Source: an optimization exercise on an open RTL-to-GDS flow (aim: small area, a short achievable clock period and few clock cycles). Production flows keep margins and buffers that such runs may drop.
Only simulation tests tie the RTL to the original design; equivalence was not proved.

==> design/flow/design.v <==
module Top_lvl (clk,start,mem_addr,mem_data,MIN_WEIGHT,MIN_PATH_NODES,donee);
input clk,start;
output [17:0] mem_addr;
input [17:0] mem_data;
output [14:0] MIN_WEIGHT;
output [17:0] MIN_PATH_NODES;  
output donee;
localparam V0=3'd0, V1=3'd1, V2=3'd2, WK=3'd3, DN=3'd4, FIN=3'd5;
reg [2:0] st;
reg [3:0] d;             
reg [17:0] x;            
reg [14:0] bud;          
reg pr;                  
reg dn;                  
reg [14:0] wmin;         
reg [17:0] best;         
reg [3:0] bd;            
reg [2:0] T;             
reg tv;                  
reg [17:0] S [1:7];      
reg [1:0]  R [1:7];      
reg [11:0] W1;
reg [12:0] W2;
reg [13:0] W3;
reg [14:0] W4, W5, W6;
reg [14:0] Wr;           
reg tv2;
reg [2:0] T2;
integer l;
always @* begin
  tv2 = 1'b0; T2 = 3'd1;
  for (l = 1; l <= 7; l = l + 1)
    if (l < T && R[l] != 2'd0) begin tv2 = 1'b1; T2 = l; end
end
wire [2:0] bdm1 = bd[2:0] - 3'd1;       
wire [17:0] sr = S[T];
wire [1:0] RT = R[T];
wire [17:0] nx1 = sr + 18'd1;           
wire [17:0] xk = x + {16'd0, 1'b1, st == V2};    
wire [17:0] best1 = best + 18'd1;       
wire [11:0] w = mem_data[11:0];
wire [2:0] nc = mem_data[2:0];
wire prune = (bud[14:12] == 3'd0) && (w >= bud[11:0]);
wire gone = (bud[14:12] == 3'd0) && (w[11:8] > bud[11:8]);    
wire end1 = gone || d[3];               
wire end2 = pr || (nc == 3'd0);
wire v1 = (st == V1), v2 = (st == V2);
wire [14:0] bw = bud - {3'b000, w};     
wire [2:0] dm1 = d[2:0] - 3'd1;         
wire [2:0] wi = d[3] ? 3'd6 : dm1;      
always @* begin
  case (wi)
    3'd1: Wr = {3'b000, W1};
    3'd2: Wr = {2'b00, W2};
    3'd3: Wr = {1'b0, W3};
    3'd4: Wr = W4;
    3'd5: Wr = W5;
    default: Wr = W6;
  endcase
end
wire [14:0] wp = wmin - ((st == V0) ? Wr : v1 ? bw : bud);
wire fin = (v1 && end1) || (v2 && end2);    
wire leaf = fin && !(v1 ? prune : pr);      
wire over = (fin && !tv && !leaf) || (st == FIN);    
reg [17:0] addr;
always @* begin
  if (st == V0) addr = mem_data;
  else if (st == WK) addr = mem_data + 18'd1;
  else if (!(v1 || v2) || fin) addr = tv ? nx1 : best1;
  else addr = xk;
end
assign mem_addr = start ? 18'd0 : addr;
assign MIN_WEIGHT = wmin;
assign donee = dn || (over && bd <= 4'd2);
assign MIN_PATH_NODES = (st != DN || d == 4'd1) ? 18'd0 : (d > bd) ? 18'h3FFFF : sr;
reg sw, rw, ww;
reg [2:0] si;
reg [17:0] sd;
reg [1:0] rd;
always @* begin
  sw = 1'b0; rw = 1'b0; ww = 1'b0; si = d[2:0]; sd = xk; rd = nc[1:0] - 2'd1;
  if (v2 && !end2) begin sw = 1'b1; rw = 1'b1; ww = 1'b1; end
  if (fin && tv) begin sw = 1'b1; rw = 1'b1; si = T; sd = nx1; rd = RT - 2'd1; end
  if (over) begin sw = (bd >= 4'd2); si = bdm1; sd = best; end
  if (st == WK) begin sw = 1'b1; si = dm1; sd = mem_data; end
end
always @(posedge clk) begin
  if (sw) S[si] <= sd;
  if (rw) R[si] <= rd;
  if (ww) case (si)
    3'd1: W1 <= wp[11:0];
    3'd2: W2 <= wp[12:0];
    3'd3: W3 <= wp[13:0];
    3'd4: W4 <= wp;
    3'd5: W5 <= wp;
    3'd6: W6 <= wp;
    default: ;
  endcase
end
always @(posedge clk) begin
  if (start) begin
    st <= V1; d <= 4'd1; x <= 18'd0;
    bud <= 15'h7FFF; wmin <= 15'h7FFF; dn <= 1'b0; tv <= 1'b0;
  end else begin
    case (st)
      V0: begin
        x <= mem_data;
        if (!d[3]) bud <= wp;    
        st <= V1;
      end
      V1: begin
        if (!d[3]) bud <= bw;
        else if (!prune) bud <= {3'b000, w};
        pr <= prune;
        if (!end1) st <= V2;
      end
      V2: if (!end2) begin
        d <= d + 4'd1;
        st <= V0;
        if (nc[2:1] != 2'b00) begin T <= d[2:0]; tv <= 1'b1; end
      end
      WK: begin
        d <= d - 4'd1;
        if (d == 4'd3) dn <= 1'b1;
        if (d == 4'd2) begin st <= DN; d <= 4'd2; T <= 3'd1; end
      end
      DN: begin
        if (d <= 4'd8) d <= d + 4'd1;
        T <= T + 3'd1;
      end
      default: ;
    endcase
    if (leaf) begin wmin <= wp; best <= x; bd <= d; end
    if (fin) begin
      if (tv) begin
        d <= {1'b0, T} + 4'd1;
        st <= V0;
        if (RT == 2'd1) begin T <= T2; tv <= tv2; end
      end else if (leaf) st <= FIN;
    end
    if (over) begin
      d <= bd - 4'd1;
      if (bd >= 4'd3) begin
        st <= WK;
        if (bd == 4'd3) dn <= 1'b1;
      end else begin
        st <= DN; dn <= 1'b1; d <= 4'd2; T <= 3'd1;
      end
    end
  end
end
endmodule  
==> design/flow/run.sh <==
#!/bin/bash
# synth_recipe.tcl (not shown) runs the flow's synth.tcl, then flattens the netlist and writes it again
# the make line also repeats each setting of config.mk as NAME=value (left out here)
make -C /OpenROAD-flow-scripts/flow DESIGN_CONFIG=/design/flow/config.mk WORK_HOME=/design/flow/orfs CLKGATE_MAP_FILE= SYNTH_SCRIPT=/design/flow/synth_recipe.tcl finish
==> design/flow/config.mk <==
export PLATFORM = sky130hd
export DESIGN_NAME = Top_lvl
export DESIGN_NICKNAME = Top_lvl
export VERILOG_FILES = /design/flow/design.v
export SDC_FILE = /design/flow/constraint.sdc
export NUM_CORES = 4
export LEC_CHECK = 0
export CAP_MARGIN = 20
export CORE_MARGIN = 2
export CORE_UTILIZATION = 55
export CTS_CLUSTER_DIAMETER = 60
export CTS_CLUSTER_SIZE = 24
export PLACE_DENSITY = 0.7
export SETUP_SLACK_MARGIN = 2.25
export SLEW_MARGIN = 20
==> design/flow/constraint.sdc <==
create_clock -name core_clock -period 7.5 [get_ports {clk}]
set_input_delay 1.5000 -clock core_clock [delete_from_list [all_inputs] [get_ports {clk}]]
set_output_delay 1.5000 -clock core_clock [all_outputs]
set_load 0.01 [all_outputs]
==> results of run 1 <==
critical path, cell delays in order:
cell      delay (ns)
buf_12          0.10
inv_8           0.04
ha_4            0.30
nand2_4         0.06
o21bai_4        0.19
a211o_1         0.35
and3_4          0.20
buf_4           0.14
buf_6           0.11
a211oi_4        0.16
a211oi_2        0.06
nor3_2          0.34
buf_2           0.20
cells in the final DEF (no fill, tap or decap), drive strengths merged, types with 23 or more instances in the layout:
master           n
dfxtp           60
clkdlybuf4s50   39
mux2i           71
buf            139
clkbuf          39
edfxtp         252
ha              57
nand2          183
nor3            60
a211oi          23
inv             70
o21ai           78
nand3           45
xnor2           38
xor2            31
o22ai           23
a21oi          143
nor2           135
worst paths after layout:
check	start	end	slack (ns)	cells after the start
max	mem_data[11]	mem_addr[3]	2.25	13
min	x[0]	best[0]	0.48	0
max reg2reg	d[1]	W4[8]	2.44	17
min reg2reg	x[0]	best[0]	0.48	0
state kept, by name, indices dropped and copies added, names as in the netlist, named ones only:
signal	flops
wmin	15
x	18
W6	15
pr	1
S	126
tv	1
R	16
W5	15
d	4
bd	4
bud	15
st	3
best	18
W4	15
T	3
W3	14
W2	13
W1	12
dn	1
layout make-up:
cell class | count | area, sq um | area share
repair buffers | 194 | 1640 | 0.0780
inverters | 61 | 253 | 0.0120
clock buffers | 29 | 683 | 0.0324
clock inverters | 21 | 328 | 0.0156
multi-input cells | 1204 | 8880 | 0.421
well taps | 402 | 503 | 0.0239
flip-flops and latches | 312 | 8780 | 0.417
cell usage after synthesis, types with 12 or more instances:
cell type	n
edfxtp_1	252
nand2_1	183
a21oi_1	143
nor2_1	135
clkbuf_1	84
o21ai_0	74
mux2i_1	71
inv_1	61
dfxtp_1	60
nor3_1	60
ha_1	57
nand3_1	45
xnor2_1	38
xor2_1	31
a211oi_1	23
o22ai_1	23
o211ai_1	19
o21a_1	19
a22oi_1	16
a2111oi_0	15
and3_1	15
mux4_2	15
nand2b_1	15
a31oi_1	12
nor2b_1	12
metrics by stage:
step | worst slack [ns] | area (sq um) | cells
4_1_cts | 2.15 | 20400 | 2185
3_3_place_gp | 0.741 | 18600 | 2100
2_1_floorplan | 1.92 | 17400 | 1680
5_1_grt | 2.19 | 21100 | 2223
6_report | 2.25 | 21100 | 2223
3_5_place_dp | 0.611 | 18600 | 2100
cells by family (layout without fill, tap and decap cells):
family                   count (synthesis)  after routing  share of synthesized area
adder cells (fa/ha/maj)                 59             59                     0.0434
buffers and inverters                  164            305                     0.0385
AND/OR/NAND/NOR                        522            522                      0.138
AO/OA/AOI/OAI                          456            456                      0.172
flip-flops                             312            312                      0.505
XOR/XNOR                                70             70                     0.0361
multiplexers                            97             97                     0.0675
what timing repair did:
action                     4_1_cts  5_1_grt
setup endpoints to repair      321       76
pin swaps                       41       46
gates cloned                     0        0
buffers inserted                35       38
resized for setup              220      113
metal layers:
metal	vias to the layer above	routed length, um	track usage
li1	6554	-	-
met5	-	0	0
met3	106	3590	0.0315
met1	7098	21700	0.421
met2	657	26500	0.541
met4	0	1810	0.106
==> reports/qor.csv, run 1 <==
metric,value,unit
synth top area cells,"edfxtp_1, dfxtp_1, a21oi_1",
worst path required time,6.00,ns
first-pass GRT wire length,80400,um
htree depth,1,
layout overhead on the synthesized area,21.3,%
die height,182,um
Root Driver,clkbuf_16,
"Seq/Total Area, Yosys",0.505,
minimum clock period,5.25,ns
Final #Nets,1879,
die span in x,182,um
worst hold slack,0.483,ns
largest area contributor in the netlist,edfxtp_1,
DP HPWL,36200,um
syn avg cell area,10.3,sq um
io pins,72,
number of buffers created by CTS,27,
Filler cells,2359,
DRC,0,
CTS tree,yes,
hold_buf cts,0,
unrepaired setup endpoints after global routing,true,
Synthesized Nets,1759,
ANT nets after route,0,
Highest Clock Rate,190,MHz
fraction of final layout cells sized beyond drive strength 1,0.211,
Synth warnings,1,
Post-synth EDFFs,252,
WP data arrival,3.75,ns
TritonRoute pass-1 iters,5,
gr usage total,0.315,
clock skew,0.0192,ns
largest net degree at the start of global routing,43,
# setup viols final,0,
antenna violations before repair,0,
post-DR vias/cell,6.48,
1st-iter DRT viols,1471,
Post-synth top flop,edfxtp_1,
Min-Delay Path Class,reg -> reg,
"Clk Latency, worst-skew pair",0.57,ns
CP Launch Type,input pin,
# diodes,0,
port bufs,71,
Mapped Area,17400,sq um
vias in the first global route,13592,
"Slew Viols, Final",0,
setup TNS,0,ns
status,finished clean,
Worst-path clk slew,0.09,ns
via count,14415,
"Worst Path Class, Setup",in -> out,
final core utilization,0.673,
Mapped Cells,1680,
Die ar.,33000,sq um
GPL Wtd Cong,0.928,
Starting Density,0.555,
top cell type's share of synthesized area,0.436,
Max clock buf depth,3,
site row count,65,
number of library cell types mapped by synthesis,75,
relative slew slack,0.230,
Worst Max-Slew Pin Slew,1.14,ns
Total Routed Length,53600,um
WL/cell,24.1,um
total grt overflow,0,
Seq cells post-synth,312,
Crit. End Element,output pin,
Clock Sinks,312,
crit share post-route,0.700,
max-cap violations,0,
Synth async-reset ratio,0,
core area,31300,sq um
critical path peak fanout,5,
Hold Fails Final Rpt,0,
Testbench counts, summed over its fixed seeds: cycles 13,855.
==> run 2: changes to the inputs <==
==> design/flow/flow/run.sh (new file) <==
#!/bin/bash
# The standard layout (standard.sh: ORFS from the standard synthesis to the
# routed layout), with one change: the port buffers that global placement
# inserts are plain buffers (buf_4) instead of the resizer's default pick, a
# delay cell (clkdlybuf4s50_1). make's full output goes to standard.log; ORFS
# keeps each step's own log under orfs/logs/.
set -euo pipefail
export BUFFER_PORTS_ARGS="-buffer_cell sky130_fd_sc_hd__buf_4"
bash standard.sh > standard.log 2>&1
==> design/flow/standard.sh (new file) <==
#!/bin/bash
# synth_recipe.tcl (not shown) runs the flow's synth.tcl, then flattens the netlist and writes it again
# the make line also repeats each setting of config.mk as NAME=value (left out here)
make -C /OpenROAD-flow-scripts/flow DESIGN_CONFIG=/design/flow/config.mk WORK_HOME=/design/flow/orfs CLKGATE_MAP_FILE= SYNTH_SCRIPT=/design/flow/synth_recipe.tcl "${@:-finish}"
removed: design/flow/run.sh
==> reports/qor.csv, run 2 <==
metric,value,unit
status,finished clean,
crit share post-route,0.700,
antenna violations before repair,0,
FF/Latch Area,8780,sq um
Mapped Cells,1680,
largest net degree at the start of global routing,56,
"Worst Path Class, Setup",in -> out,
"commonest non-fill, non-tap cell in the layout",edfxtp_1,
port bufs,71,
core area,31300,sq um
CTS tree,yes,
max reg flops,126,
unrepaired setup endpoints after global routing,true,
Mapped Area,17400,sq um
minimum clock period,5.25,ns
fraction of final layout cells sized beyond drive strength 1,0.183,
Hold Fails Final Rpt,0,
critical path peak fanout,9,
largest area contributor in the netlist,edfxtp_1,
pre-CTS setup slack,1.40,ns
TritonRoute pass-1 iters,6,
syn avg cell area,10.3,sq um
site row count,65,
Synthesized Nets,1759,
final worst slack,2.25,ns
via count,13975,
Synth warnings,1,
Final #Nets,1830,
post-DR vias/cell,6.44,
Starting Density,0.555,
top cell type's share of synthesized area,0.436,
"Most flops, register",S,
1st-iter DRT viols,1643,
most frequent cell after synthesis,edfxtp_1,
number of library cell types mapped by synthesis,75,
Filler cells,2467,
Highest Clock Rate,190,MHz
io pins,72,
setup TNS,0,ns
synth top area cells,"edfxtp_1, dfxtp_1, a21oi_1",
worst path cell trace,buf_8 -> inv_2 -> ha_4 -> nand2_2 -> o21bai_4 -> a211o_1 -> buf_6 -> and3_4 -> a211oi_1 -> a211oi_1 -> nor3_2 -> buf_4,
Min-Delay Path Class,reg -> reg,
"Slew Viols, Final",0,
"Seq/Total Area, Yosys",0.505,
area of the multi-input gates,8510,sq um
Max clock buf depth,3,
Total Routed Length,51600,um
Root Driver,clkbuf_16,
Synth top cells by count,"edfxtp_1, nand2_1, a21oi_1",
die span in x,182,um
clock skew,0.0299,ns
worst path required time,6.00,ns
Post-synth top flop,edfxtp_1,
"Clk Latency, worst-skew pair",0.57,ns
layout overhead on the synthesized area,15.9,%
Synth async-reset ratio,0,
Crit. End Element,output pin,
Clock Sinks,312,
max-cap violations,0,
# diodes,0,
Max stage delay on crit path,0.34,ns
Worst-path clk slew,0.08,ns
slowest CP cell,a211o_1,
vias in the first global route,13233,
WP data arrival,3.75,ns
first-pass GRT wire length,78300,um
total grt overflow,0,
number of buffers created by CTS,25,
ANT nets after route,0,
"commonest non-fill, non-tap cells in the layout","edfxtp_1, nand2_1, a21oi_1, buf_4, nor2_1",
relative slew slack,0.281,
CP most frequent cell,a211oi_1,
CP Launch Type,input pin,
DP HPWL,35400,um
htree depth,1,
die height,182,um
WL/cell,23.8,um
DRC,0,
biggest regs,"S (126), best (18), x (18)",
Worst Max-Slew Pin Slew,1.07,ns
Seq cells post-synth,312,
Post-synth EDFFs,252,
gr usage total,0.308,
# setup viols final,0,
Die ar.,33000,sq um
GPL Wtd Cong,0.979,
-- run 2: cell count changes in the layout (fill, tap and decap cells not counted), sizes merged, moves of 3 or more --
cell	change
clkdlybuf4s50	-39
clkbuf	-14
clkdlybuf4s15	-3
dlygate4sd2	-3
buf	+5
-- run 2: final timing paths --
check | slack (ns) | cells past startpoint | end | startpoint
setup / recovery | 2.25 | 12 | mem_addr[3] | mem_data[10]
hold / removal | 0.50 | 2 | wmin[6] | wmin[6]
setup reg to reg | 2.48 | 20 | W6[14] | d[1]
hold reg to reg | 0.50 | 2 | wmin[6] | wmin[6]
-- run 2: cell families after synthesis --
family / count (synthesis) / synth area share
compound gates: 456 / 0.172
xor+xnor: 70 / 0.0361
fa+ha+maj: 59 / 0.0434
buf+inv: 164 / 0.0385
flops: 312 / 0.505
mux: 97 / 0.0675
simple gates: 522 / 0.138
-- run 2: stage by stage --
step | hold slack (ns) | util | std cells | cell area [sq um]
6_report | 0.499 | 0.643 | 2171 | 20100
5_1_grt | 0.519 | 0.643 | 2171 | 20100
4_1_cts | 0.498 | 0.629 | 2157 | 19700
3_5_place_dp | 0.486 | 0.587 | 2087 | 18400
3_3_place_gp | 0.453 | 0.586 | 2087 | 18400
2_1_floorplan | 0.435 | - | 1680 | 17400
-- run 2: timing repair --
item | in CTS | in global routing
resized for setup | 47 | 69
pin swaps | 14 | 11
endpoints found under the setup margin | 121 | 70
buffers inserted | 22 | 14
hold buffers | 0 | 0
cloned | 3 | 0
-- run 2: final cells by class --
type | count | area share
sequential | 312 | 0.436
multi-input combinational | 1207 | 0.423
timing repair buffer | 144 | 0.0580
clock buffer | 25 | 0.0311
tap | 402 | 0.0250
clock inverter | 20 | 0.0150
inverter | 61 | 0.0120
-- run 2: metal layers --
| layer | share of wire | up-vias | track usage |
|---|---|---|---|
| met5 | 0 | - | 0 |
| met4 | 0.043 | 0 | 0.120 |
| met3 | 0.062 | 123 | 0.0333 |
| met2 | 0.49 | 588 | 0.519 |
| met1 | 0.41 | 6806 | 0.411 |
| li1 | - | 6458 | - |
-- run 2: worst max-delay path, delay by kind of cell --
family                   cells  cell delay (ns)
AO/OA/AOI/OAI                4             0.90
AND/OR/NAND/NOR              3             0.57
buffers and inverters        4             0.49
adder cells (fa/ha/maj)      1             0.29
==> run 3: changes to the inputs <==
--- a/design/flow/config.mk
+++ b/design/flow/config.mk
@@ -13,3 +13,3 @@
 export PLACE_DENSITY = 0.7
-export SETUP_SLACK_MARGIN = 2.25
+export SETUP_SLACK_MARGIN = 2.5
 export SLEW_MARGIN = 20
==> reports/qor.csv, run 3 <==
metric,value,unit
final core utilization,0.684,
layout overhead on the synthesized area,23.4,%
Mapped Area,17400,sq um
"Clk Latency, worst-skew pair",0.57,ns
Crit. End Element,output pin,
worst path required time,6.00,ns
max-cap violations,0,
number of library cell types mapped by synthesis,75,
ANT nets after route,0,
WP data arrival,3.61,ns
Final #Nets,1888,
Seq cells post-synth,312,
Mapped Cells,1680,
"Slew Viols, Final",0,
"commonest non-fill, non-tap cell in the layout",edfxtp_1,
Worst-path clk slew,0.08,ns
htree depth,1,
unrepaired setup endpoints after global routing,true,
Hold Fails Final Rpt,0,
"commonest non-fill, non-tap cells in the layout","edfxtp_1, nand2_1, buf_4, a21oi_1, nor2_1",
"Seq/Total Area, Yosys",0.505,
Min-Delay Path Class,reg -> reg,
most frequent cell after synthesis,edfxtp_1,
post-DR vias/cell,6.43,
# setup viols final,0,
met3 usage,0.0445,
port bufs,71,
Synth warnings,1,
Filler cells,2308,
minimum clock period,5.11,ns
Root Driver,clkbuf_16,
Highest Clock Rate,196,MHz
Worst Max-Slew Pin Slew,1.21,ns
DRC,0,
Synthesized Nets,1759,
core area,31300,sq um
1st-iter DRT viols,1533,
post-route insts no fill,2232,
largest area contributor in the netlist,edfxtp_1,
biggest regs,"S (126), best (18), x (18)",
Post-synth top flop,edfxtp_1,
"Most flops, register",S,
Synth top cells by count,"edfxtp_1, nand2_1, a21oi_1",
status,finished clean,
grt met1 use,0.407,
"Worst Path Class, Setup",in -> out,
die height,182,um
DP HPWL,35400,um
syn avg cell area,10.3,sq um
gr usage total,0.313,
Die ar.,33000,sq um
Post-synth EDFFs,252,
WL/cell,23.9,um
crit share post-route,0.681,
antenna violations before repair,0,
# diodes,0,
dpl cells,2087,
die span in x,182,um
TritonRoute pass-1 iters,7,
first-pass GRT wire length,79300,um
setup TNS,0,ns
CTS tree,yes,
synth top area cells,"edfxtp_1, dfxtp_1, a21oi_1",
Top Usage Layer GRT,met2,
site row count,65,
CP Launch Type,input pin,
Max clock buf depth,3,
via count,14352,
fraction of final layout cells sized beyond drive strength 1,0.256,
Starting Density,0.555,
GPL Wtd Cong,0.967,
total grt overflow,0,
io pins,72,
met2 Usage GRT,0.525,
Clock Sinks,312,
clock skew,0.0156,ns
number of buffers created by CTS,27,
top cell type's share of synthesized area,0.436,
Total Routed Length,53400,um
max reg flops,126,
largest net degree at the start of global routing,55,
vias in the first global route,13659,
Synth async-reset ratio,0,
critical path peak fanout,5,
relative slew slack,0.193,
worst hold slack,0.487,ns
run 3: cell count changes in the layout (fill, tap and decap cells not counted), moves of 7 or more:
cell and change:
ha_1 -12, a21oi_2 +7, nand3_1 -7, o21ai_0 -9, ha_4 +9, a21oi_1 -7
buf_6 +8, buf_4 +42
run 3: layout make-up:
| cell class | instances | area, sq um | area share |
|---|---|---|---|
| clock buffer | 27 | 676 | 0.0315 |
| inverter | 61 | 264 | 0.0123 |
| tap | 402 | 503 | 0.0235 |
| clock inverter | 23 | 315 | 0.0147 |
| multi-input combinational | 1206 | 9140 | 0.426 |
| timing repair buffer | 201 | 1750 | 0.0816 |
| sequential | 312 | 8790 | 0.410 |
run 3: cells by family after synthesis:
group | share of synthesized area
buffers and inverters | 0.0385
adders and majority gates | 0.0434
DFF | 0.505
AOI/OAI and AO/OA | 0.172
muxes | 0.0675
xor gates and xnor gates | 0.0361
and+or+nand+nor | 0.138
run 3: metal layers:
| layer | wire length [um] | vias up | share of wire |
|---|---|---|---|
| li1 | - | 6555 | - |
| met1 | 21400 | 6997 | 0.40 |
| met2 | 25800 | 662 | 0.48 |
| met3 | 3710 | 138 | 0.069 |
| met4 | 2520 | 0 | 0.047 |
| met5 | 0 | - | 0 |
run 3: worst max-delay path, cell delays in order:
cell      delay (ns)
buf_12          0.10
inv_8           0.04
ha_4            0.29
nand2_4         0.06
o21bai_4        0.19
a211o_4         0.37
and3_4          0.22
mux2_4          0.32
o22ai_2         0.13
a22oi_2         0.11
nor2_1          0.15
buf_4           0.14
run 3: worst paths after layout:
kind,start,end,slack (ns),cells after the start
worst max-delay path,mem_data[11],mem_addr[2],2.39,12
worst min-delay path,x[0],best[0],0.49,0
worst max register to register,st[2],wmin[14],2.73,16
worst min register to register,x[0],best[0],0.49,0
run 3: repair_timing:
action,CTS,global route
hold buffers,0,0
buffers inserted,46,43
setup endpoints to repair,171,92
gates cloned,4,1
pin swaps,37,53
resized for setup,138,110
run 3: stage by stage:
step           area [sq um]  setup WS [ns]
5_1_grt               21400           2.31
4_1_cts               20500           2.39
6_report              21400           2.39
3_3_place_gp          18500           1.41
2_1_floorplan         17600           2.12
3_5_place_dp          18500           1.31
==> run 4: changes to the inputs <==
--- a/design/flow/config.mk
+++ b/design/flow/config.mk
@@ -13,3 +13,3 @@
 export PLACE_DENSITY = 0.7
-export SETUP_SLACK_MARGIN = 2.5
+export SETUP_SLACK_MARGIN = 2.0
 export SLEW_MARGIN = 20
==> reports/qor.csv, run 4 <==
metric,value,unit
worst path required time,6.00,ns
Reg2Reg Launch Point,d[0],
Crit. End Element,output pin,
Max clock buf depth,3,
top cell type's share of synthesized area,0.436,
most frequent cell after synthesis,edfxtp_1,
max reg flops,126,
status,finished clean,
pre-CTS setup slack,1.24,ns
syn avg cell area,10.3,sq um
setup TNS,0,ns
"Clk Latency, worst-skew pair",0.57,ns
"Worst Path Class, Setup",in -> out,
Max stage delay on crit path,0.40,ns
area of the multi-input gates,8210,sq um
max-cap violations,0,
Total Routed Length,51000,um
Final #Nets,1808,
Seq cells post-synth,312,
post-DR vias/cell,6.50,
minimum clock period,5.47,ns
Post-synth EDFFs,252,
unrepaired setup endpoints after global routing,true,
largest net degree at the start of global routing,56,
min-delay src,x[0],
crit share post-route,0.730,
Mapped Area,17400,sq um
htree depth,1,
site row count,65,
DRC,0,
antenna violations before repair,0,
"Most flops, register",S,
TritonRoute pass-1 iters,7,
via count,13979,
Mapped Cells,1680,
Hold Fails Final Rpt,0,
# diodes,0,
Highest Clock Rate,183,MHz
"commonest non-fill, non-tap cells in the layout","edfxtp_1, nand2_1, a21oi_1, nor2_1, buf_4",
worst path cell trace,buf_4 -> inv_1 -> ha_4 -> nand2_1 -> o21bai_2 -> a211o_1 -> and3_2 -> a211oi_1 -> a211oi_1 -> nor3_2 -> buf_4,
gr usage total,0.305,
Worst-path clk slew,0.08,ns
DP HPWL,35600,um
WL/cell,23.7,um
critical path peak fanout,8,
Starting Density,0.555,
number of library cell types mapped by synthesis,75,
Synth warnings,1,
biggest regs,"S (126), best (18), x (18)",
Worst Max-Slew Pin Slew,1.23,ns
Root Driver,clkbuf_16,
die height,182,um
total grt overflow,0,
CTS tree,yes,
"commonest non-fill, non-tap cell in the layout",edfxtp_1,
CP startpoint,mem_data[11],
synth top area cells,"edfxtp_1, dfxtp_1, a21oi_1",
core area,31300,sq um
Filler cells,2485,
CP Launch Type,input pin,
Synth async-reset ratio,0,
WP data arrival,3.97,ns
relative slew slack,0.161,
die span in x,182,um
worst hold slack,0.481,ns
"Slew Viols, Final",0,
largest area contributor in the netlist,edfxtp_1,
number of buffers created by CTS,26,
GPL Wtd Cong,0.936,
Die ar.,33000,sq um
final worst slack,2.03,ns
layout overhead on the synthesized area,12.7,%
Synth top cells by count,"edfxtp_1, nand2_1, a21oi_1",
Post-synth top flop,edfxtp_1,
"Seq/Total Area, Yosys",0.505,
first-pass GRT wire length,78200,um
FF/Latch Area,8780,sq um
port bufs,71,
slowest CP cell,a211o_1,
Clock Sinks,312,
Min-Delay Path Class,reg -> reg,
clock skew,0.0354,ns
ANT nets after route,0,
io pins,72,
fraction of final layout cells sized beyond drive strength 1,0.146,
Synthesized Nets,1759,
# setup viols final,0,
vias in the first global route,13370,
1st-iter DRT viols,1628,
[run 4: cell types whose count changed in the layout (fill, tap and decap cells not counted), sizes merged]
cell,before,now
buf,199,122
bufbuf,1,0
bufinv,1,0
clkinv,8,6
clkinvlp,7,1
inv,68,74
[run 4: timing repair]
action / 4_1_cts / 5_1_grt
pin swaps: 4 / 5
gates resized for setup: 18 / 26
setup buffers: 4 / 7
hold buffers: 0 / 0
cloned: 1 / 1
setup endpoints to repair: 64 / 74
[run 4: logic make-up (layout without fill, tap and decap cells)]
group | count (synthesis) | after routing | share of synthesized area
flops | 312 | 312 | 0.505
compound gates | 456 | 456 | 0.172
xor+xnor | 70 | 70 | 0.0361
buf+inv | 164 | 231 | 0.0385
mux | 97 | 97 | 0.0675
fa+ha+maj | 59 | 59 | 0.0434
simple gates | 522 | 524 | 0.138
[run 4: critical path: cells and delay by family]
kind | cells | cell delay, ns
AOI/OAI and AO/OA | 4 | 0.96
adders and majority gates | 1 | 0.32
buffers and inverters | 3 | 0.44
and+or+nand+nor | 3 | 0.75
[run 4: metal layers]
layer,global-route usage,share of wire,up-vias
li1,-,-,6402
met1,0.404,0.40,6768
met2,0.506,0.48,674
met3,0.0449,0.073,135
met4,0.128,0.047,0
met5,0,0,-
[run 4: final timing paths]
kind | depth (start not counted) | end | slack, ns
worst max-delay path | 11 | mem_addr[3] | 2.03
worst min-delay path | 0 | best[0] | 0.48
worst max register to register | 19 | bud[6] | 2.37
worst min register to register | 0 | best[0] | 0.48
[run 4: per-stage QoR]
stage          cells  instance area, sq um   util
2_1_floorplan   1680                 17400      -
3_3_place_gp    2088                 18300  0.585
3_5_place_dp    2089                 18300  0.586
4_1_cts         2142                 19400  0.619
5_1_grt         2151                 19600  0.625
6_report        2151                 19600  0.625
[run 4: final cells by class]
cell class / count / share of cell area
sequential: 312 / 0.448
multi-input combinational: 1206 / 0.419
timing repair buffer: 122 / 0.0476
clock buffer: 28 / 0.0347
tap: 402 / 0.0257
clock inverter: 20 / 0.0130
inverter: 61 / 0.0117
==> run 5: changes to the inputs <==
--- a/design/flow/config.mk
+++ b/design/flow/config.mk
@@ -13,3 +13,3 @@
 export PLACE_DENSITY = 0.7
-export SETUP_SLACK_MARGIN = 2.0
+export SETUP_SLACK_MARGIN = 2.75
 export SLEW_MARGIN = 20
==> reports/qor.csv, run 5 <==
metric,value,unit
Root Driver,clkbuf_16,
unrepaired setup endpoints after global routing,true,
Synth async-reset ratio,0,
final design instance area without fill,21800,sq um
synth top area cells,"edfxtp_1, dfxtp_1, a21oi_1",
Adder-Cell Fraction of Synth Area,0.0434,
post-DR vias/cell,6.47,
Synth top cells by count,"edfxtp_1, nand2_1, a21oi_1",
DP HPWL,36400,um
post-synthesis compound-gate area fraction,0.172,
Hold Fails Final Rpt,0,
io pins,72,
layout overhead on the synthesized area,25.7,%
CP Launch Type,input pin,
Post-synth top flop,edfxtp_1,
max reg flops,126,
number of library cell types mapped by synthesis,75,
Die ar.,33000,sq um
"Clk Latency, worst-skew pair",0.57,ns
pre-CTS setup slack,1.63,ns
WP data arrival,3.71,ns
crit share post-route,0.695,
largest family of logic cells by synthesized area,compound AO/OA/AOI/OAI gates,
"Seq/Total Area, Yosys",0.505,
Clock Sinks,312,
max-cap violations,0,
gr usage total,0.325,
htree depth,1,
biggest regs,"S (126), best (18), x (18)",
Synth Area in XOR/XNOR,0.0361,
status,finished clean,
"commonest non-fill, non-tap cells in the layout","edfxtp_1, nand2_1, buf_4, a21oi_1, nor2_1",
worst hold slack,0.497,ns
Seq cells post-synth,312,
critical path peak fanout,6,
Post-synth EDFFs,252,
"Most flops, register",S,
WL/cell,24.3,um
Crit. End Element,output pin,
Synth warnings,1,
first-pass GRT wire length,82400,um
Post-Synth Simple-Gate Area,0.138,
top cell type's share of synthesized area,0.436,
Mapped Area,17400,sq um
"Worst Path Class, Setup",in -> out,
setup TNS,0,ns
ANT nets after route,0,
DRC,0,
dpl cells,2089,
TritonRoute pass-1 iters,7,
Synthesized Nets,1759,
multiplexer share of the synthesized area,0.0675,
largest net degree at the start of global routing,56,
GPL Wtd Cong,0.952,
Final #Nets,1898,
1st-iter DRT viols,1573,
final worst slack,2.29,ns
largest area contributor in the netlist,edfxtp_1,
Highest Clock Rate,192,MHz
fraction of final layout cells sized beyond drive strength 1,0.258,
worst path required time,6.00,ns
Min-Delay Path Class,reg -> reg,
vias in the first global route,14049,
core area,31300,sq um
total grt overflow,0,
syn avg cell area,10.3,sq um
Post-DP Area,18800,sq um
Starting Density,0.555,
Max clock buf depth,3,
die span in x,182,um
site row count,65,
CTS tree,yes,
# diodes,0,
number of buffers created by CTS,26,
# setup viols final,0,
via count,14495,
die height,182,um
clock skew,0.0273,ns
antenna violations before repair,0,
"commonest non-fill, non-tap cell in the layout",edfxtp_1,
Mapped Cells,1680,
minimum clock period,5.21,ns
most frequent cell after synthesis,edfxtp_1,
"Slew Viols, Final",0,
relative slew slack,0.238,
post-route insts no fill,2241,
port bufs,71,
Worst-path clk slew,0.08,ns
Worst Max-Slew Pin Slew,1.13,ns
Total Routed Length,54500,um
hold_buf cts,0,
==> run 5: changes by cell type in the layout (fill, tap and decap cells not counted), sizes merged <==
cell / delta
buf: +87
inv: -9
clkinvlp: +7
bufbuf: +3
clkinv: +2
and3: -1
bufinv: +1
clkbuf: -1
nand2: +1
==> run 5: layout make-up <==
class                           count  area, sq um
Sequential cell                   312         8780
Fill cell                        2248         9480
Timing Repair Buffer              212         2030
Multi-Input combinational cell   1206         9290
Tap cell                          402          503
Inverter                           61          265
Clock inverter                     21          290
Clock buffer                       27          676
==> run 5: worst paths after layout <==
kind,cells past startpoint,slack (ns),end,startpoint
setup / recovery,13,2.29,mem_addr[0],mem_data[10]
setup reg to reg,19,2.83,W6[13],d[1]
hold / removal,2,0.50,wmin[4],wmin[4]
hold reg to reg,2,0.50,wmin[4],wmin[4]
==> run 5: cells by family (layout without fill, tap and decap cells) <==
kind of cell | Yosys count | after routing
fa+ha+maj | 59 | 59
flops | 312 | 312
buf+inv | 164 | 321
mux | 97 | 97
xor+xnor | 70 | 70
compound gates | 456 | 456
simple gates | 522 | 524
==> run 5: metrics by stage <==
step / utilization
2_1_floorplan: -
3_3_place_gp: 0.599
3_5_place_dp: 0.600
4_1_cts: 0.678
5_1_grt: 0.697
6_report: 0.697
==> run 5: critical path, stage by stage <==
cell      delay, ns
buf_12         0.11
inv_6          0.05
ha_4           0.20
buf_6          0.12
and4_4         0.19
a211o_4        0.34
and3_4         0.22
buf_12         0.14
mux2i_4        0.19
o211ai_1       0.18
o21ai_1        0.11
nor2_2         0.20
buf_6          0.14
==> run 5: metal layers <==
metal  vias to the layer above  global-route usage  share of wire
met5                         -                   0              0
met1                      7079               0.415           0.39
met4                         0               0.153          0.053
li1                       6578                   -              -
met2                       694               0.550           0.48
met3                       144              0.0465          0.070
==> run 5: what timing repair did <==
item                                   4_1_cts  5_1_grt
endpoints found under the hold margin        0        0
setup buffers                               72       26
resized for setup                          156       70
pin swaps                                   59       41
cloned                                       6        0
setup endpoints to repair                  295      196
==> run 6: changes to the inputs <==
--- a/design/flow/design.v
+++ b/design/flow/design.v
@@ -7,3 +7,3 @@
 output donee;
-localparam V0=3'd0, V1=3'd1, V2=3'd2, WK=3'd3, DN=3'd4, FIN=3'd5;
+localparam V0=3'd0, V1=3'd1, V2=3'd2, WK=3'd3, DN=3'd4, FIN=3'd5, WK2=3'd6;
 reg [2:0] st;
@@ -38,3 +38,3 @@
 wire [17:0] nx1 = sr + 18'd1;           
-wire [17:0] xk = x + {16'd0, 1'b1, st == V2};    
+wire [17:0] xk = x + {16'd0, st != WK2, st == V2 || st == WK2};    
 wire [17:0] best1 = best + 18'd1;       
@@ -67,5 +67,4 @@
   if (st == V0) addr = mem_data;
-  else if (st == WK) addr = mem_data + 18'd1;
-  else if (!(v1 || v2) || fin) addr = tv ? nx1 : best1;
-  else addr = xk;
+  else if (((v1 || v2) && !fin) || st == WK2) addr = xk;
+  else addr = tv ? nx1 : best1;
 end
@@ -122,5 +121,10 @@
       WK: begin
+        x <= mem_data;
         d <= d - 4'd1;
-        if (d == 4'd3) dn <= 1'b1;
+        st <= WK2;
         if (d == 4'd2) begin st <= DN; d <= 4'd2; T <= 3'd1; end
+      end
+      WK2: begin
+        st <= WK;
+        if (d == 4'd2) dn <= 1'b1;
       end
--- a/design/flow/config.mk
+++ b/design/flow/config.mk
@@ -13,3 +13,3 @@
 export PLACE_DENSITY = 0.7
-export SETUP_SLACK_MARGIN = 2.75
+export SETUP_SLACK_MARGIN = 2.5
 export SLEW_MARGIN = 20
==> reports/qor.csv, run 6 <==
metric,value,unit
Max stage delay on crit path,0.40,ns
# diodes,0,
Worst Max-Slew Pin Slew,1.15,ns
WL/cell,24.2,um
number of buffers created by CTS,26,
GPL Wtd Cong,0.963,
CTS tree,yes,
number of library cell types mapped by synthesis,85,
TritonRoute pass-1 iters,7,
Filler cells,2240,
DP HPWL,33000,um
critical path peak fanout,6,
Post-synth EDFFs,252,
Hold Fails Final Rpt,0,
gr usage total,0.302,
die height,179,um
Synth top cells by count,"edfxtp_1, nand2_1, nor2_1",
layout overhead on the synthesized area,21.4,%
"commonest non-fill, non-tap cells in the layout","edfxtp_1, buf_4, nand2_1, nor2_1, a21oi_1",
antenna violations before repair,2,
max-cap violations,0,
Seq cells post-synth,312,
post-DR vias/cell,6.47,
ANT nets after route,0,
total grt overflow,0,
Min-Delay Path Class,reg -> reg,
Synth async-reset ratio,0,
Clock Sinks,312,
crit share post-route,0.683,
max reg flops,126,
1st-iter DRT viols,1315,
Final #Nets,1739,
Root Driver,clkbuf_16,
Worst-path clk slew,0.08,ns
htree depth,1,
Total Routed Length,50200,um
Mapped Area,16800,sq um
DRC,0,
slowest CP cell,a211oi_2,
relative slew slack,0.228,
unrepaired setup endpoints after global routing,true,
Max clock buf depth,3,
# setup viols final,0,
fraction of final layout cells sized beyond drive strength 1,0.252,
CP most frequent cell,a211oi_2,
largest area contributor in the netlist,edfxtp_1,
io pins,72,
site row count,64,
vias in the first global route,12677,
Synthesized Nets,1605,
worst hold path stage count,2,
status,finished clean,
"Slew Viols, Final",0,
WP data arrival,3.62,ns
Highest Clock Rate,195,MHz
"Most flops, register",S,
Post-synth top flop,edfxtp_1,
r2r setup slk,2.60,ns
worst path required time,6.00,ns
top cell type's share of synthesized area,0.450,
clock skew,0.0192,ns
die span in x,179,um
core area,30300,sq um
"commonest non-fill, non-tap cell in the layout",edfxtp_1,
Worst Hold Path EP,x[12],
Mapped Cells,1526,
first-pass GRT wire length,73700,um
Synth warnings,1,
Starting Density,0.554,
CP Launch Type,input pin,
"Worst Path Class, Setup",in -> out,
"Clk Latency, worst-skew pair",0.57,ns
biggest regs,"S (126), best (18), x (18)",
largest net degree at the start of global routing,49,
worst path cell trace,buf_12 -> inv_4 -> ha_4 -> nand2_4 -> o21bai_4 -> a21oi_4 -> nor2_4 -> o21ai_4 -> buf_6 -> a211oi_2 -> a211oi_2 -> buf_4,
syn avg cell area,11.0,sq um
setup TNS,0,ns
Critical R2R Capture,W4[14],
Crit. End Element,output pin,
"Seq/Total Area, Yosys",0.522,
reg2reg path depth,21,
port bufs,71,
Reg2Reg Launch Point,d[1],
most frequent cell after synthesis,edfxtp_1,
Die ar.,32000,sq um
hold_buf cts,0,
min-delay src,x[12],
synth top area cells,"edfxtp_1, dfxtp_1, mux2i_1",
minimum clock period,5.12,ns
via count,13436,
worst hold slack,0.524,ns
==> run 6: area by class of cell <==
class                      count  area (sq um)  share of cell area
clock buffer                  26           651              0.0319
clock inverter                22           327              0.0160
inverter                      63           265              0.0130
multi-input combinational   1065          8210               0.402
sequential                   312          8790               0.430
tap                          396           495              0.0243
timing repair buffer         192          1680              0.0823
==> run 6: metal layers <==
metal	track usage	vias to the layer above	routed length (um)
met2	0.480	719	23600
met4	0.119	2	2000
met5	0	-	13
met3	0.0587	150	4600
met1	0.410	6568	19900
li1	-	5997	-
==> run 6: worst max-delay path, delay by kind of cell <==
family	cells	cell delay [ns]
AO/OA/AOI/OAI	5	1.15
buffers and inverters	4	0.53
adder cells (fa/ha/maj)	1	0.29
AND/OR/NAND/NOR	2	0.13
==> run 6: timing repair <==
action | in CTS | in global routing
buffers inserted | 38 | 42
cloned | 3 | 3
endpoints found under the setup margin | 115 | 65
pin swaps | 32 | 34
gates resized for setup | 124 | 74
==> run 6: kinds of logic (layout without fill, tap and decap cells) <==
kind of cell | after synthesis | count (layout) | synth area share
buffers and inverters | 150 | 303 | 0.0377
multiplexers | 102 | 102 | 0.0777
AND/OR/NAND/NOR | 437 | 437 | 0.121
XOR/XNOR | 73 | 73 | 0.0380
AO/OA/AOI/OAI | 393 | 394 | 0.159
flip-flops | 312 | 312 | 0.522
adder cells (fa/ha/maj) | 59 | 59 | 0.0453
==> run 6: worst max path at each step <==
stage	slack, ns	from	end	cells past startpoint
finish	2.38	mem_data[10]	mem_addr[2]	12
floorplan	2.47	mem_data[9]	donee	12
global placement	1.54	mem_data[0]	W1[6]	11
detailed placement	1.48	mem_data[0]	W1[6]	11
global route	2.33	mem_data[0]	donee	14
CTS	2.45	register	mem_addr[14]	13
==> run 6: per-stage QoR <==
step / utilization / worst slack, ns / cell area [sq um] / instances
global route: 0.673 / 2.33 / 20400 / 2076
global placement: 0.589 / 1.54 / 17900 / 1942
detailed placement: 0.589 / 1.48 / 17900 / 1942
CTS: 0.648 / 2.45 / 19700 / 2031
floorplan: - / 2.47 / 17000 / 1526
finish: 0.673 / 2.38 / 20400 / 2076
Testbench counts of run 6, summed over its fixed seeds: cycles 13,933.
==> run 7: changes to the inputs <==
--- a/design/flow/config.mk
+++ b/design/flow/config.mk
@@ -13,3 +13,3 @@
 export PLACE_DENSITY = 0.7
-export SETUP_SLACK_MARGIN = 2.5
+export SETUP_SLACK_MARGIN = 2.25
 export SLEW_MARGIN = 20
==> reports/qor.csv, run 7 <==
metric,value,unit
"Most flops, register",S,
"Slew Viols, Final",0,
port bufs,71,
WP data arrival,3.73,ns
"commonest non-fill, non-tap cells in the layout","edfxtp_1, nand2_1, nor2_1, buf_4, a21oi_1",
critical path peak fanout,11,
core area,30300,sq um
"Seq/Total Area, Yosys",0.522,
relative slew slack,0.240,
worst hold slack,0.484,ns
status,finished clean,
gr usage total,0.292,
Clock Sinks,312,
# setup viols final,0,
CTS tree,yes,
Post-synth EDFFs,252,
Min-Delay Path Class,reg -> reg,
Die ar.,32000,sq um
Worst Max-Slew Pin Slew,1.13,ns
Synth async-reset ratio,0,
top cell type's share of synthesized area,0.450,
CP most frequent cell,buf_4,
"commonest non-fill, non-tap cell in the layout",edfxtp_1,
Reg2Reg Launch Point,d[0],
unrepaired setup endpoints after global routing,true,
1st-iter DRT viols,1391,
layout overhead on the synthesized area,14.8,%
die span in x,179,um
max reg flops,126,
"Clk Latency, worst-skew pair",0.57,ns
Starting Density,0.554,
setup TNS,0,ns
Top Family by Delay on Critical Path,simple AND/OR/NAND/NOR gates,
WL/cell,23.6,um
DP HPWL,33000,um
largest area contributor in the netlist,edfxtp_1,
DRC,0,
Root Driver,clkbuf_16,
Max clock buf depth,3,
Synth warnings,1,
# diodes,0,
syn avg cell area,11.0,sq um
Post-synth top flop,edfxtp_1,
Final #Nets,1676,
htree depth,1,
site row count,64,
min-delay src,x[17],
minimum clock period,5.23,ns
worst path cell trace,buf_4 -> mux2i_1 -> mux4_2 -> or2_1 -> nor3_4 -> nand4_4 -> nor3_2 -> xnor2_1 -> a2111oi_2 -> nor2_1 -> buf_4,
die height,179,um
GPL Wtd Cong,0.966,
final core utilization,0.636,
Mapped Area,16800,sq um
Crit. End Element,output pin,
first-pass GRT wire length,71000,um
via count,12947,
io pins,72,
CP Launch Type,register,
Highest Clock Rate,191,MHz
antenna violations before repair,0,
biggest regs,"S (126), best (18), x (18)",
TritonRoute pass-1 iters,7,
total grt overflow,0,
max-cap violations,0,
number of buffers created by CTS,26,
Seq cells post-synth,312,
ANT nets after route,0,
Hold Fails Final Rpt,0,
WP buf/inv,2,
slowest CP cell,mux4_2,
fraction of final layout cells sized beyond drive strength 1,0.182,
post-DR vias/cell,6.43,
"Worst Path Class, Setup",reg -> out,
most frequent cell after synthesis,edfxtp_1,
Mapped Cells,1526,
Synth top cells by count,"edfxtp_1, nand2_1, nor2_1",
synth top area cells,"edfxtp_1, dfxtp_1, mux2i_1",
crit share post-route,0.697,
hold_buf cts,0,
worst path required time,6.00,ns
Total Routed Length,47500,um
number of library cell types mapped by synthesis,85,
vias in the first global route,12069,
largest net degree at the start of global routing,46,
clock skew,0.0227,ns
Synthesized Nets,1605,
Worst-path clk slew,0.08,ns
Max stage delay on crit path,0.56,ns
==> run 7: cell counts after synthesis <==
Identical to the previous run, type by type.
==> run 7: path summary, 6_finish.rpt <==
check	to	slack [ns]	cells past startpoint
hold / removal	x[17]	0.48	2
setup / recovery	mem_addr[13]	2.27	11
hold reg to reg	x[17]	0.48	2
setup reg to reg	bud[9]	2.70	19
==> run 7: cell type report <==
type / instances / area (sq um)
Fill cell: 2396 / 11100
Sequential cell: 312 / 8790
Multi-Input combinational cell: 1064 / 7780
Timing Repair Buffer: 130 / 1030
Clock buffer: 26 / 651
Tap cell: 396 / 495
Clock inverter: 22 / 315
Inverter: 63 / 240
==> run 7: layer usage <==
| metal | track usage | up-vias | wire length, um |
|---|---|---|---|
| met5 | 0 | - | 0 |
| met4 | 0.0799 | 0 | 1270 |
| met3 | 0.0354 | 87 | 3670 |
| met2 | 0.479 | 563 | 22700 |
| met1 | 0.413 | 6421 | 19800 |
| li1 | - | 5876 | - |
==> run 7: timing repair <==
item                                    CTS  global route
pin swaps                                 7            13
buffers inserted                         11            13
gates cloned                              1             0
endpoints found under the setup margin   84            68
resized for setup                        39            51
==> run 7: tightest hold or removal path: stages (launching register included) <==
cell and delay, ns:
dfxtp_1 0.33, nand2_1 0.06, a21oi_1 0.05
==> run 7: stage by stage <==
stage | instances | instance area [sq um] | setup WS (ns)
6_report | 2013 | 19300 | 2.27
5_1_grt | 2013 | 19300 | 2.14
4_1_cts | 2000 | 19000 | 2.22
3_5_place_dp | 1940 | 17700 | 1.68
3_3_place_gp | 1940 | 17700 | 1.77
2_1_floorplan | 1526 | 16800 | 2.16
==> run 7: cells by family after synthesis <==
group / count (synthesis) / share of synthesized area
AND/OR/NAND/NOR: 437 / 0.121
flip-flops: 312 / 0.522
adder cells (fa/ha/maj): 59 / 0.0453
AO/OA/AOI/OAI: 393 / 0.159
buffers and inverters: 150 / 0.0377
XOR/XNOR: 73 / 0.0380
multiplexers: 102 / 0.0777
==> run 8: changes to the inputs <==
--- a/design/flow/design.v
+++ b/design/flow/design.v
@@ -68,3 +68,3 @@
   else if (((v1 || v2) && !fin) || st == WK2) addr = xk;
-  else addr = tv ? nx1 : best1;
+  else addr = tv ? sr : best1;
 end
@@ -79,3 +79,3 @@
 always @* begin
-  sw = 1'b0; rw = 1'b0; ww = 1'b0; si = d[2:0]; sd = xk; rd = nc[1:0] - 2'd1;
+  sw = 1'b0; rw = 1'b0; ww = 1'b0; si = d[2:0]; sd = x + 18'd4; rd = nc[1:0] - 2'd1;
   if (v2 && !end2) begin sw = 1'b1; rw = 1'b1; ww = 1'b1; end
==> reports/qor.csv, run 8 <==
metric,value,unit
status,finished clean,
Post-Synth Simple-Gate Area,0.131,
number of buffers created by CTS,28,
r2r setup slk,2.52,ns
worst hold path stage count,2,
port bufs,71,
Synth top cells by count,"edfxtp_1, nand2_1, a21oi_1",
TritonRoute pass-1 iters,7,
Min-Delay Path Class,reg -> reg,
Synthesized Nets,1689,
critical path peak fanout,6,
Max clock buf depth,3,
"commonest non-fill, non-tap cell in the layout",edfxtp_1,
DRC,0,
die span in x,180,um
GPL Wtd Cong,0.976,
fraction of final layout cells sized beyond drive strength 1,0.182,
Die ar.,32400,sq um
# setup viols final,0,
Starting Density,0.558,
unrepaired setup endpoints after global routing,false,
syn avg cell area,10.6,sq um
io pins,72,
biggest regs,"S (126), best (18), x (18)",
"Worst Path Class, Setup",in -> out,
Adder-Cell Fraction of Synth Area,0.0453,
Final #Nets,1761,
max-cap violations,0,
Max stage delay on crit path,0.37,ns
1st-iter DRT viols,1432,
Highest Clock Rate,193,MHz
final design instance area without fill,19700,sq um
Reg2Reg Launch Point,d[1],
Hold Fails Final Rpt,0,
antenna violations before repair,0,
clock skew,0.0267,ns
die height,180,um
gr usage total,0.299,
Critical R2R Capture,wmin[14],
htree depth,1,
via count,13506,
Crit. End Element,output pin,
post-synthesis compound-gate area fraction,0.167,
ANT nets after route,0,
Worst Max-Slew Pin Slew,1.11,ns
Worst-path clk slew,0.08,ns
largest area contributor in the netlist,edfxtp_1,
worst path cell trace,buf_6 -> inv_1 -> ha_4 -> nand4_1 -> a21oi_2 -> a211oi_4 -> buf_6 -> nor2_4 -> o21ai_4 -> buf_6 -> nor2_4 -> nor3_2 -> a211oi_2 -> buf_4,
CTS tree,yes,
WP buf/inv,5,
slowest CP cell,a211oi_2,
final core utilization,0.643,
multiplexer share of the synthesized area,0.0625,
largest net degree at the start of global routing,54,
core area,30600,sq um
"Seq/Total Area, Yosys",0.514,
synth top area cells,"edfxtp_1, dfxtp_1, ha_1",
layout overhead on the synthesized area,15.3,%
Seq cells post-synth,312,
Synth Area in XOR/XNOR,0.0435,
worst path required time,6.00,ns
WP data arrival,3.69,ns
Top Family by Delay on Critical Path,compound AO/OA/AOI/OAI gates,
DP HPWL,34200,um
Post-synth top flop,edfxtp_1,
Clock Sinks,312,
largest family of logic cells by synthesized area,compound AO/OA/AOI/OAI gates,
Synth warnings,1,
Root Driver,clkbuf_16,
site row count,64,
"Most flops, register",S,
worst hold slack,0.501,ns
CP Launch Type,input pin,
"Clk Latency, worst-skew pair",0.58,ns
min-delay src,wmin[6],
Total Routed Length,49500,um
"Slew Viols, Final",0,
post-DR vias/cell,6.43,
minimum clock period,5.19,ns
Post-DP Area,18100,sq um
vias in the first global route,12938,
top cell type's share of synthesized area,0.443,
hold_buf cts,0,
relative slew slack,0.250,
WL/cell,23.6,um
CP most frequent cell,buf_6,
"commonest non-fill, non-tap cells in the layout","edfxtp_1, nand2_1, a21oi_1, buf_4, nor2_1",
Mapped Area,17100,sq um
number of library cell types mapped by synthesis,84,
crit share post-route,0.691,
first-pass GRT wire length,76100,um
most frequent cell after synthesis,edfxtp_1,
Synth async-reset ratio,0,
Post-synth EDFFs,252,
Worst Hold Path EP,wmin[6],
max reg flops,126,
setup TNS,0,ns
# diodes,0,
reg2reg path depth,18,
total grt overflow,0,
Mapped Cells,1609,
==> run 8: cell count changes after synthesis, moves of 13 or more <==
cell / previous run / this run
nand2_1: 144 / 183
mux2i_1: 72 / 48
nor2_1: 141 / 126
o21ai_0: 50 / 82
a221o_1: 17 / 2
o221ai_1: 18 / 5
==> run 8: area by class of cell <==
type	instances	area, sq um
repair buffers	132	1030
well taps	396	495
multi-input cells	1146	8050
clock buffers	29	726
flip-flops and latches	312	8780
inverters	61	233
fillers	2407	10900
clock inverters	23	367
==> run 8: repair_timing <==
item,in CTS,in global routing
gates cloned,3,0
buffers inserted,11,6
resized for setup,47,38
endpoints found under the setup margin,39,53
pin swaps,14,16
==> run 8: worst max path at each step <==
| stage | start | endpoint | depth (start not counted) |
|---|---|---|---|
| CTS | mem_data[0] | donee | 11 |
| global placement | mem_data[10] | donee | 11 |
| detailed placement | mem_data[10] | donee | 11 |
| global route | mem_data[8] | mem_addr[1] | 14 |
| floorplan | mem_data[0] | donee | 12 |
| finish | mem_data[8] | mem_addr[1] | 14 |
==> run 8: worst min-delay path: stages (launching register included) <==
cell	delay (ns)
dfxtp_1	0.33
nand2_1	0.06
nand3_1	0.06
==> run 8: layer usage <==
| layer | wire (um) | vias to the layer above | global-route usage |
|---|---|---|---|
| met4 | 2060 | 0 | 0.107 |
| met5 | 0 | - | 0 |
| met2 | 23500 | 697 | 0.494 |
| met1 | 20200 | 6529 | 0.413 |
| met3 | 3710 | 126 | 0.0321 |
| li1 | - | 6154 | - |
==> run 8: through the flow <==
stage          std cells  setup WS (ns)
2_1_floorplan       1609           2.25
3_3_place_gp        2027           1.61
3_5_place_dp        2027           1.45
4_1_cts             2093           2.14
5_1_grt             2099           2.23
6_report            2099           2.31
==> run 8: cell families (layout without fill, tap and decap cells) <==
kind of cell / count (synthesis) / count (layout)
and+or+nand+nor: 483 / 483
buffers and inverters: 151 / 245
DFF: 312 / 312
muxes: 84 / 84
adders and majority gates: 60 / 60
xor gates and xnor gates: 83 / 83
AOI/OAI and AO/OA: 436 / 436
Testbench counts of run 8, summed over its fixed seeds: cycles 13,933.
==> run 9: changes to the inputs <==
--- a/design/flow/config.mk
+++ b/design/flow/config.mk
@@ -13,3 +13,3 @@
 export PLACE_DENSITY = 0.7
-export SETUP_SLACK_MARGIN = 2.25
+export SETUP_SLACK_MARGIN = 2.5
 export SLEW_MARGIN = 20
==> reports/qor.csv, run 9 <==
metric,value,unit
reg2reg path depth,17,
Critical R2R Capture,wmin[14],
Final #Nets,1772,
Filler cells,2406,
1st-iter DRT viols,1673,
"commonest non-fill, non-tap cell in the layout",edfxtp_1,
ANT nets after route,0,
Max clock buf depth,3,
Synth Area in XOR/XNOR,0.0435,
CP most frequent cell,a211oi_2,
pre-CTS setup slack,1.43,ns
critical path peak fanout,5,
minimum clock period,5.10,ns
via count,13462,
layout overhead on the synthesized area,16.1,%
"Clk Latency, worst-skew pair",0.58,ns
post-synthesis compound-gate area fraction,0.167,
CTS tree,yes,
min-delay src,wmin[2],
"commonest non-fill, non-tap cells in the layout","edfxtp_1, nand2_1, buf_4, a21oi_1, nor2_1",
io pins,72,
dpl cells,2025,
worst path cell trace,buf_12 -> inv_4 -> ha_4 -> nand2_1 -> o21bai_4 -> a211oi_4 -> buf_6 -> nor3_4 -> buf_6 -> a211oi_2 -> a211oi_2 -> a211oi_2 -> buf_4,
Die ar.,32400,sq um
total grt overflow,0,
"Worst Path Class, Setup",in -> out,
port bufs,71,
WP data arrival,3.60,ns
fraction of final layout cells sized beyond drive strength 1,0.197,
worst hold path stage count,2,
Root Driver,clkbuf_16,
Synthesized Nets,1689,
GPL Wtd Cong,0.995,
max reg flops,126,
Synth async-reset ratio,0,
Synth top cells by count,"edfxtp_1, nand2_1, a21oi_1",
biggest regs,"S (126), best (18), x (18)",
Mapped Cells,1609,
r2r setup slk,2.74,ns
# setup viols final,0,
final worst slack,2.40,ns
clock skew,0.0291,ns
Seq cells post-synth,312,
Worst Hold Path EP,wmin[2],
max-cap violations,0,
post-route insts no fill,2109,
TritonRoute pass-1 iters,6,
number of library cell types mapped by synthesis,84,
WL/cell,23.5,um
crit share post-route,0.680,
first-pass GRT wire length,76300,um
Adder-Cell Fraction of Synth Area,0.0453,
Total Routed Length,49500,um
largest area contributor in the netlist,edfxtp_1,
Reg2Reg Launch Point,d[1],
synth top area cells,"edfxtp_1, dfxtp_1, ha_1",
final core utilization,0.648,
Post-synth EDFFs,252,
Starting Density,0.558,
final design instance area without fill,19800,sq um
Max stage delay on crit path,0.28,ns
number of buffers created by CTS,26,
hold_buf cts,0,
met3 usage,0.0459,
met2 Usage GRT,0.488,
setup TNS,0,ns
slowest CP cell,ha_4,
antenna violations before repair,1,
syn avg cell area,10.6,sq um
multiplexer share of the synthesized area,0.0625,
DP HPWL,33800,um
relative slew slack,0.230,
Clock Sinks,312,
core area,30600,sq um
Post-Synth Simple-Gate Area,0.131,
most frequent cell after synthesis,edfxtp_1,
Post-DP Area,18100,sq um
"Slew Viols, Final",0,
Crit. End Element,output pin,
Post-synth top flop,edfxtp_1,
worst hold slack,0.501,ns
Hold Fails Final Rpt,0,
Mapped Area,17100,sq um
vias in the first global route,13077,
"Seq/Total Area, Yosys",0.514,
Synth warnings,1,
die height,180,um
Min-Delay Path Class,reg -> reg,
"Most flops, register",S,
DRC,0,
Worst-path clk slew,0.08,ns
top cell type's share of synthesized area,0.443,
largest net degree at the start of global routing,54,
Highest Clock Rate,196,MHz
Worst Max-Slew Pin Slew,1.15,ns
die span in x,180,um
post-DR vias/cell,6.38,
site row count,64,
Top Usage Layer GRT,met2,
grt met1 use,0.401,
CP Launch Type,input pin,
gr usage total,0.301,
htree depth,1,
unrepaired setup endpoints after global routing,true,
WP buf/inv,5,
status,finished clean,
Top Family by Delay on Critical Path,compound AO/OA/AOI/OAI gates,
worst path required time,6.00,ns
largest family of logic cells by synthesized area,compound AO/OA/AOI/OAI gates,
run 9: cell counts after synthesis:
No cell type changed its count.
run 9: worst max path at each step:
stage / endpoint / from / cells after the start
floorplan: donee / mem_data[0] / 12
global placement: donee / mem_data[10] / 11
detailed placement: S[5][14] / mem_data[0] / 12
CTS: mem_addr[5] / st[0] / 9
global route: wmin[14] / mem_data[0] / 17
finish: mem_addr[2] / mem_data[10] / 13
run 9: cells by family after synthesis:
kind of cell / count (synthesis)
flip-flops: 312
XOR/XNOR: 83
multiplexers: 84
buffers and inverters: 151
AO/OA/AOI/OAI: 436
adder cells (fa/ha/maj): 60
AND/OR/NAND/NOR: 483
run 9: what timing repair did:
action                                  in CTS  in global routing
setup buffers                               27                  5
gates cloned                                 3                  0
pin swaps                                   28                 25
resized for setup                           87                 32
endpoints found under the setup margin      70                 50
run 9: layout make-up:
| cell class | count | area (sq um) | share of cell area |
|---|---|---|---|
| sequential | 312 | 8780 | 0.443 |
| timing repair buffer | 144 | 1180 | 0.0594 |
| clock inverter | 20 | 303 | 0.0153 |
| antenna | 1 | 2.50 | 0.000126 |
| inverter | 61 | 244 | 0.0123 |
| tap | 396 | 495 | 0.0250 |
| clock buffer | 28 | 679 | 0.0343 |
| multi-input combinational | 1147 | 8140 | 0.411 |
run 9: worst min-delay path, stage by stage (launching register included):
cell     delay, ns
dfxtp_1       0.33
nand2_1       0.06
nand3_1       0.06
run 9: metal layers:
metal / share of wire / up-vias
met4: 0.051 / 0
met5: 0 / -
met3: 0.078 / 150
li1: - / 6161
met1: 0.40 / 6507
met2: 0.47 / 644

## static timing again, ports no longer ideal
Ports are ideal in the flow. The routed layouts listed here were re-timed in OpenROAD. Step 1, drivers: a clkbuf_16 drives clk and a buf_2 each remaining input, both assumed. Step 2, shift: input delay + t, output delay - t, t = (earliest + latest rising clock arrival at the registers) / 2. This alone moves slack from input paths to output paths. Slacks: no drivers / after step 1 / after step 2; pairs: no drivers / after step 1.
| run | shift t [ns] | setup slack, ns | worst data-port slew with drivers (ns) |
|---|---|---|---|
| run 1 | 0.612 | 2.248 / 2.149 / 1.934 | 0.09 |
| run 2 | 0.607 | 2.248 / 2.195 / 1.835 | 0.07 |
| run 3 | 0.613 | 2.389 / 2.328 / 1.890 | 0.10 |
| run 4 | 0.609 | 2.026 / 1.996 / 1.718 | 0.07 |
| run 5 | 0.610 | 2.287 / 2.230 / 2.011 | 0.09 |
| run 6 | 0.611 | 2.381 / 2.303 / 1.928 | 0.08 |
| run 7 | 0.618 | 2.274 / 2.217 / 1.912 | 0.04 |
| run 8 | 0.620 | 2.314 / 2.267 / 1.851 | 0.05 |
| run 9 | 0.613 | 2.396 / 2.330 / 1.947 | 0.07 |
After both steps setup and hold are still met in every run listed. For run 3, which loses most, drivers alone change the setup slack by -0.061 ns; drivers and shift together by -0.499 ns.
